This design comes from an exercise in tuning for small area and a short achievable clock period on the open sky130 flow, not from production work.
Only simulation tests tie the RTL to the original design; equivalence was not proved.

## flow/design.v (module list and top-level ports; edited modules follow where they fit)
// module top_convolution: 1416 lines
// module conv_carry_ks: 23 lines
// module conv_gp: 4 lines
// module conv_g: 3 lines
// module conv_ha: 4 lines
// module conv_xo: 3 lines
// module conv_or: 3 lines
// module conv_xn: 3 lines
// module conv_fa: 4 lines
// module conv_carry: 27 lines
module top_convolution#(parameter int IMG_SIZE = 5)(
    input clk,
    input rst,
    input [23:0] in,
    input [71:0] FILTER,
    output reg [(IMG_SIZE-2)*(IMG_SIZE-2)*9-1:0] OUT);
  // ...
==> flow/flow/run.sh <==
#!/bin/bash
# Layout flow: the standard ORFS flow (standard.sh, unchanged synthesis)
# with one setting changed: the port buffers are buf_1 cells instead of the
# default choice.
set -euo pipefail
export BUFFER_PORTS_ARGS="-buffer_cell sky130_fd_sc_hd__buf_1"
bash standard.sh > standard_make.log 2>&1
==> flow/standard.sh <==
#!/bin/bash
# synth_recipe.tcl (not shown) runs the flow's synth.tcl, then flattens the netlist and writes it again
# the make line also repeats each setting of config.mk as NAME=value (left out here)
make -C /OpenROAD-flow-scripts/flow DESIGN_CONFIG=/design/flow/config.mk WORK_HOME=/design/flow/orfs CLKGATE_MAP_FILE= SYNTH_SCRIPT=/design/flow/synth_recipe.tcl "${@:-finish}"
==> flow/config.mk <==
export PLATFORM = sky130hd
export DESIGN_NAME = top_convolution
export DESIGN_NICKNAME = top_convolution
export VERILOG_FILES = /design/flow/design.v
export SDC_FILE = /design/flow/constraint.sdc
export NUM_CORES = 4
export LEC_CHECK = 0
export CAP_MARGIN = 20
export CORE_MARGIN = 2
export CORE_UTILIZATION = 40
export CTS_BUF_LIST = sky130_fd_sc_hd__clkbuf_16
export CTS_CLUSTER_DIAMETER = 60
export CTS_CLUSTER_SIZE = 30
export SLEW_MARGIN = 20
export SYNTH_HIERARCHICAL = 1
export SYNTH_MINIMUM_KEEP_SIZE = 0
==> flow/constraint.sdc <==
create_clock -name core_clock -period 17.0 [get_ports {clk}]
set_input_delay 3.4000 -clock core_clock [delete_from_list [all_inputs] [get_ports {clk}]]
set_output_delay 3.4000 -clock core_clock [all_outputs]
set_load 0.01 [all_outputs]
==> run_results.csv, run 1 <==
group,metric,value,unit
run_status,status,"finished clean",
global_routing,use_met2,29.8,%
detailed_routing,wirelength_met1,13500,um
clock_tree,numCtsBuffers,27,
clock_tree,cts_sinks,275,
detailed_routing,wl_met3,1710,um
place,place.port_buffers,178,
sta,post-route-min-period,4.74,ns
final_layout,reg_top3,"OUT: 81 flops, f: 72 flops",
critical_path,reg2regPathDepth,11,
final_layout,final_cell_mix,"nand2_1, fa_1, dfxtp_1",
final_layout,inverters_excl_clock,6,
critical_path,path_max_fanout,25,
floorplan,tap_cells,525,
critical_path,crit_required,17.31,ns
floorplan,rows,73,
sta,worst_slew_pin_slew,0.963,ns
sta,rsz0062_at_grt,"no",
critical_path,critPathBufInv,1,
global_routing,grt_max_degree,30,
clock_tree,cts-root-buf,"clkbuf_16",
detailed_routing,vias_per_cell,4.75,
global_routing,grt.overflow.total,0,
critical_path,path_cells,"buf_4, nand2_1, fa_1, fa_1, fa_1, fa_1, fa_1, fa_1, fa_1, xor2_1, nor2b_1",
clock_tree,cts_tree,"yes",
detailed_routing,post_drt_wl_per_cell,16.4,um
final_layout,n_clock_buffer,27,
floorplan,ioPinCount,179,
clock_tree,ctsHoldBuffers,0,
final_layout,fin_area,18200,um^2
logic_synthesis,syn_area,16000,um^2
==> inputs of run 2 (changes only) <==
--- a/flow/design.v
+++ b/flow/design.v
@@ -26,28 +26,16 @@
     wire [8:0] sin = {(cs_c[7]) ^ cy882[8], pp880[7:1] ^ cy882[7:1], pp880[0]};
     logic [8:0] s, x1, x2;
     always_ff @(posedge clk) begin
         s <= sin;
         x1 <= s;
         x2 <= x1;
     end
     logic [8:0] r0a, r0b, r0c, d0, r1a, r1b, r1c, d1, r2a, r2b;
-    always_ff @(posedge clk) begin
-        r0a <= n0a;
-        r0b <= n0b;
-        r0c <= n0c;
-        d0 <= r0c;
-        r1a <= n1a;
-        r1b <= n1b;
-        r1c <= n1c;
-        d1 <= r1c;
-        r2a <= n2a;
-        r2b <= n2b;
-    end
     wire p1 = ~(x2[0] & tp00[0]);
     wire p2 = ~(x2[0] & tp00[1]);
     wire p3 = ~(x2[0] & tp00[2]);
     wire p4 = ~(x2[0] & tp00[3]);
     wire p5 = ~(x2[0] & tp00[4]);
     wire p6 = ~(x2[0] & tp00[5]);
     wire p7 = ~(x2[0] & tp00[6]);
     wire p8 = ~(x2[0] & tp00[7]);
@@ -1399,16 +1387,28 @@
     wire x876;
     conv_xo u876 (.a(c859), .b(x875), .y(x876));
     wire x877;
     conv_xo u877 (.a(x876), .b(c860), .y(x877));
     wire x878;
     conv_xo u878 (.a(x877), .b(c861), .y(x878));
     wire w879 = ~x878;
     wire [8:0] res_n = {w879, s861, s852, s844, s837, s831, s827, s823, s820};
+    always_ff @(posedge clk) begin
+        r0a <= n0a;
+        r0b <= n0b;
+        r0c <= n0c;
+        d0 <= r0c;
+        r1a <= n1a;
+        r1b <= n1b;
+        r1c <= n1c;
+        d1 <= r1c;
+        r2a <= n2a;
+        r2b <= n2b;
+    end
     logic [4:0] cnt;
     always_ff @(posedge clk)
         if (rst || cnt == 5'd25) cnt <= 5'd0;
         else cnt <= cnt + 5'd1;
     wire [8:0] dval = rst ? 9'd0 : ~res_n;
     always_ff @(posedge clk)
         for (int p = 0; p < 9; p++)
             if (rst || cnt == 5'(((p/3)+2)*5 + (p%3) + 2 + 1))
@@ -1456,35 +1456,8 @@
 endmodule
 module conv_xn(input a, input b, output y);
     assign y = ~(a ^ b);
 endmodule
 module conv_fa(input a, input b, input c, output s, output co);
     assign s = a ^ b ^ c;
     assign co = (a & b) | (a & c) | (b & c);
 endmodule
-module conv_carry(input [7:0] g, input [7:0] p, output [8:1] c);
-    wire [7:0] g1, p1, g2, p2, g3;
-    genvar i;
-    for (i = 0; i < 8; i++) begin : l1
-        if (i >= 1) begin
-            assign g1[i] = g[i] | (p[i] & g[i-1]);
-            assign p1[i] = p[i] & p[i-1];
-        end else begin
-            assign g1[i] = g[i];
-            assign p1[i] = p[i];
-        end
-    end
-    for (i = 0; i < 8; i++) begin : l2
-        if (i >= 2) begin
-            assign g2[i] = g1[i] | (p1[i] & g1[i-2]);
-            assign p2[i] = p1[i] & p1[i-2];
-        end else begin
-            assign g2[i] = g1[i];
-            assign p2[i] = p1[i];
-        end
-    end
-    for (i = 0; i < 8; i++) begin : l3
-        if (i >= 4) assign g3[i] = g2[i] | (p2[i] & g2[i-4]);
-        else assign g3[i] = g2[i];
-    end
-    assign c = g3;
-endmodule
==> flow/flow/run.sh (replaced) <==
#!/bin/bash
# Layout flow: the standard ORFS flow (standard.sh, unchanged synthesis)
# with two settings changed: the port buffers are buf_1 cells instead of the
# default choice, and timing repair aims for 12.4 ns of setup slack.
set -euo pipefail
export BUFFER_PORTS_ARGS="-buffer_cell sky130_fd_sc_hd__buf_1"
export SETUP_SLACK_MARGIN=12.4
bash standard.sh > standard_make.log 2>&1
==> run_results.csv, run 2 <==
group,metric,value,unit
sta,slew_violations,0,
final_layout,instances_no_fill,2001,
clock_tree,numCtsBuffers,27,
critical_path,cp_slowest_cell,"edfxtp_1",
critical_path,cp_slowest_stage_delay,0.46,ns
detailed_routing,dr.pass1.iters,5,
final_layout,largest_reg_flops,81,
clock_tree,cts_sinks,275,
sta,fin_skew,0.0371,ns
clock_tree,cts_htree_levels,1,
final_layout,multi_input_area,9480,um^2
final_layout,diodes,0,
sta,worst_slew_pin_slew,0.958,ns
sta,fmax,217,MHz
floorplan,ioPinCount,179,
final_layout,final_cell_mix,"nand2_1, fa_1, dfxtp_1",
final_layout,drive_above_1_share,5.62,%
sta,relSlewSlack,36.0,%
detailed_routing,ant_nets,0,
sta,post-route-period-util,27.1,%
floorplan,die-area,41500,um^2
detailed_routing,post_drt_wl_per_cell,16.4,um
place,dpl.cell_count,1951,
final_layout,nets,1883,
run,max_cap_violations,0,
clock_tree,clk_path_buf_depth,3,
global_routing,grt.overflow.total,0,
detailed_routing,vias,9611,
sta,post-route-min-period,4.60,ns
critical_path,path_class,"reg2out",
logic_synthesis,syn_avg_cell_area,12.3,um^2
clock_tree,clk_pin_slew_worst_paths,0.09,ns
critical_path,critPathBufInv,1,
hold_path,min_path_type,"reg2reg",
final_layout,regMostFlops,"OUT",
global_routing,antenna_found_initial,0,
floorplan,chipWidth,204,um
critical_path,cp_top_family,"flip-flops",
floorplan,rows,73,
place,dp_hpwl,24500,um
place,place.port_buffers,178,
detailed_routing,drt_iter0_markers,390,
floorplan,start_util,40.4,%
clock_tree,cts-root-buf,"clkbuf_16",
sta,hold_viol,0,
critical_path,startpoint_type,"flop",
global_routing,grt_pass1_wl,53600,um
floorplan,core_area,39500,um^2
logic_synthesis,syn_area,16000,um^2
final_layout,fin_area,18300,um^2
clock_tree,clock_latency,0.59,ns
logic_synthesis,netlist_instances,1294,
final_layout,fill_cells,3638,
logic_synthesis,ys_warn_count,7,
detailed_routing,drcViolationCount,0,
critical_path,cp_data_arrival_time,1.20,ns
place,gp_congestion,0.801,
critical_path,crit_required,13.60,ns
critical_path,path_max_fanout,1,
final_layout,syn_to_final_growth,14.6,%
critical_path,crit_path_end_kind,"output pin",
sta,setup_viol,0,
clock_tree,cts_tree,"yes",
place,placed_area,17200,um^2
detailed_routing,totalWireLength,32800,um
critical_path,path_cells,"clkbuf_2",
global_routing,grt_max_degree,30,
final_layout,reg_top3,"OUT: 81 flops, f: 72 flops",
final_layout,final_common_cell,"nand2_1",
sta,rsz0062_at_grt,"yes",
final_layout,ff_latch_area,6320,um^2
run_status,status,"finished clean",
sta,tns,0,ns
global_routing,grt_pass1_vias,10700,
detailed_routing,vias_per_cell,4.80,
floorplan,die_h,204,um
global_routing,grt_use_total,16.4,%
[run 2: per-stage QoR]
step / hold slack, ns / utilization, % / setup WS (ns)
after floorplan: 0.310 / - / 12.11
after global placement: 0.313 / 43.5 / 11.95
after detailed placement: 0.312 / 43.5 / 11.92
after CTS: 0.301 / 46.2 / 12.36
after global routing: 0.304 / 46.2 / 12.36
final: 0.298 / 46.2 / 12.40
[run 2: final timing paths]
kind / cells past startpoint / endpoint / slack (ns) / from
max reg2reg: 10 / OUT[25] / 12.63 / s[1]
min reg2reg: 0 / d1[8] / 0.30 / r1c[8]
max: 1 / OUT[62] / 12.40 / OUT[62]
min: 0 / d1[8] / 0.30 / r1c[8]
[run 2: cell type report]
| type | count | area share [%] |
|---|---|---|
| clock buffers | 27 | 3.70 |
| clock inverters | 23 | 2.12 |
| inverters | 6 | 0.123 |
| multi-input cells | 959 | 51.9 |
| flip-flops and latches | 275 | 34.6 |
| well taps | 525 | 3.59 |
| repair buffers | 186 | 4.04 |
[run 2: routing by layer]
layer | global-route usage [%] | vias up | routed length, um
met5 | 0 | - | 0
li1 | - | 4364 | -
met1 | 20.2 | 4907 | 13500
met4 | 5.16 | 0 | 893
met2 | 29.5 | 284 | 16600
met3 | 2.59 | 56 | 1800
[run 2: worst reg2reg max path: stages (launching register included)]
cell     delay, ns
dfxtp_1       0.31
buf_4         0.29
nand2_1       0.12
fa_1          0.40
fa_1          0.52
fa_1          0.44
fa_1          0.42
fa_1          0.40
fa_1          0.39
fa_1          0.48
nor2_2        0.37
[run 2: what timing repair did]
| action | 4_1_cts | 5_1_grt |
|---|---|---|
| resized for setup | 2 | 9 |
| hold buffers | 0 | 0 |
| buffers inserted | 0 | 0 |
| endpoints found under the setup margin | 21 | 29 |
| gates cloned | 0 | 0 |

## what the ideal ports hide
The flow's constraints put no driver on any port. The routed layouts listed below were extracted and timed again, unchanged, in two steps.
Step 1 assumes that a clkbuf_16 drives the clock port and a buf_2 every other input.
Step 2 adds t to the input delays and takes it off the output delays; t is the mean of the earliest and latest rising clock arrival at the registers after step 1. Input paths then give back, and output paths get back, about the clock's delay inside the block.
a / b / c = ideal / step 1 / step 2; a / b = the first two.
run	shift t [ns]	setup WS [ns]	worst data-port slew with drivers (ns)
run 1	0.623	12.256 / 12.256 / 11.830	0.08
run 2	0.614	12.401 / 12.350 / 11.904	0.08
After both steps every run listed still meets setup and hold. For run 2, which loses most, drivers alone change the setup slack by -0.051 ns; drivers and shift together by -0.497 ns.
